From an optimization exercise on the open Yosys and OpenROAD flow, aimed at small area, a short achievable clock period and few clock cycles per item; shortcuts taken in it are not production practice.
Power and IR drop assume default switching activity.

== before ==
## vector_divider
module vector_divider #(
    parameter RAM_SIZE = 10,
    parameter N = 5,
    parameter NBITS = 32
)(
    input clock,
    input reset,
    output reg [RAM_SIZE-1:0] Addr,
    output [NBITS-1:0] Wdata,
    input [NBITS-1:0] Rdata,
    input [RAM_SIZE-1:0] Ndata,
    output reg Wenable,
    input startvd,
    output reg busyvd
);
==> module vector_divider, before the edit <==
module vector_divider #(
    parameter RAM_SIZE = 10,
    parameter N = 5,
    parameter NBITS = 32
)(
    input clock,
    input reset,
    output reg [RAM_SIZE-1:0] Addr,
    output [NBITS-1:0] Wdata,
    input [NBITS-1:0] Rdata,
    input [RAM_SIZE-1:0] Ndata,
    output reg Wenable,
    input startvd,
    output reg busyvd
);
localparam RX = 4;            
localparam XW = 32 + RX;      
localparam [3:0] IDLE = 4'd0,
                 C1   = 4'd1,    
                 C2   = 4'd2,    
                 D1   = 4'd3,    
                 P1   = 4'd4,    
                 P2   = 4'd5,    
                 E    = 4'd6,    
                 W1   = 4'd7,    
                 W2   = 4'd8;    
reg [3:0] state, nstate;
reg first, wsel;
reg [31:0] R, Q;
reg [XW-1:0] X;
reg [5:0] j;
wire [31:0] diff;
wire nb;
cmpsub #(.W(32)) u_sub (.a(R), .b(X[31:0]), .d(diff), .c(nb));
wire ge = nb & ~|X[XW-1:32];
wire ph1 = (state == D1) | (state == P1);
wire shl = ge & ~j[5];                  
wire last = (Addr[9:1] == Ndata[8:0]);  
wire done2 = (j == 6'd0);
assign Wdata = wsel ? Q : R;
always @(*) begin
    nstate = state;
    case (state)
        IDLE: if (startvd) nstate = C1;
        C1:   nstate = C2;
        C2:   nstate = D1;
        D1:   nstate = shl ? P1 : E;
        P1:   if (!shl) nstate = P2;
        P2:   if (done2) nstate = last ? W1 : C1;
        E:    nstate = last ? W1 : C1;
        W1:   nstate = W2;
        default: nstate = IDLE;
    endcase
end
always @(posedge clock) begin
    if (reset) begin
        state <= IDLE;
        Addr <= 10'd1;
        first <= 1'b0;
        busyvd <= 1'b0;
        Wenable <= 1'b0;
        wsel <= 1'b0;
    end else begin
        state <= nstate;
        busyvd <= (nstate != IDLE);
        wsel <= (nstate == D1) | (nstate == W2);
        Wenable <= ((nstate == C2) | (nstate == D1)) & ~first | (nstate == W1) | (nstate == W2);
        case (state)
            IDLE: if (startvd) begin
                Addr <= Addr - 10'd1;
                first <= 1'b1;
            end
            C1: Addr <= Addr - 10'd1;
            C2: Addr <= Addr - 10'd1;
            D1: begin
                Addr <= Addr + 10'd5;
                first <= 1'b0;
            end
            P2: if (done2) Addr <= last ? Addr - 10'd2 : Addr - 10'd1;
            E:  Addr <= last ? Addr - 10'd2 : Addr - 10'd1;
            W1: Addr <= Addr - 10'd1;
            W2: Addr <= 10'd1;
            default: ;
        endcase
    end
end
always @(posedge clock) begin
    if (state == C1)
        X <= {{RX{1'b0}}, Rdata};
    else if (ph1)
        X <= shl ? {X[XW-1-RX:0], {RX{1'b0}}} : {1'b0, X[XW-1:1]};
    else if (state == P2)
        X <= {1'b0, X[XW-1:1]};
    if (state == C2)
        R <= Rdata;
    else if (state == P2 && ge)
        R <= diff;
    if (state == D1)
        Q <= 32'd0;
    else if (state == P2)
        Q <= {Q[30:0], ge};
    if (state == C1)
        j <= 6'd0;
    else if (ph1)
        j <= shl ? j + RX : j - 6'd1;
    else if (state == P2)
        j <= j - 6'd1;
end
endmodule
Settings: LEC_CHECK=0, CAP_MARGIN=20, CORE_MARGIN=2, CORE_UTILIZATION=40, SLEW_MARGIN=20; clock period 4.5 ns.
run.sh (not shown) runs the stock make flow with config.mk's settings and CLKGATE_MAP_FILE= SYNTH_SCRIPT=/design/flow/synth_recipe.tcl, a recipe that flattens the netlist after the stock synthesis.
Here is what was changed in the inputs of after compared with before.
-- flow/design.v --
<<< before, line 135
    output reg busyvd
);
localparam RX = 4;            
localparam XW = 32 + RX;      
localparam [3:0] IDLE = 4'd0,
>>> after, line 135
    output reg busyvd
);
localparam RX = 3;            
localparam XW = 32 + RX;      
localparam [3:0] IDLE = 4'd0,
## What came out
Going from before to after, via count rose by about 4.3%, count of instances resized after the clock tree is built now sits at about the same level, synthesized cell count shows an increase of about 7%, highest attainable clock frequency down 5.5%, fraction of final layout cells with drive strength greater than 1 now larger. Clock share of power was lower in before than in after. Power per cell area: after vs before down 28%. Taking before as the reference, in after area after synthesis has increased; number of sinks driven by the clock tree has decreased.
No run of this note included a check of the RTL's function; only the layout flow was run.

## re-timing with driven ports
How much do the figures lean on ideal ports? The routed layouts below were timed once more, with nothing changed but the port constraints. Step 1 assumes that a clkbuf_16 drives the clock port and a buf_2 every other input. Step 2 times the ports against the registers' clock, not the clock port: input delays grow and output delays shrink by t, the midpoint of the rising clock arrivals with the driver on. Three values: ideal ports, drivers, drivers and shift; two values: the first two.
run	shift t [ns]	setup WS [ns]	hold slack, ns	worst data-port slew with drivers (ns)	pins driven straight from the clock port
before	0.461	1.072 / 1.072 / 1.010	0.468 / 0.468 / 0.468	0.04	1
after	0.454	0.871 / 0.871 / 0.871	0.452 / 0.452 / 0.452	0.04	1
After both steps every run listed still meets setup and hold. For before, which loses most, drivers alone change the setup slack by 0.000 ns; drivers and shift together by -0.062 ns.
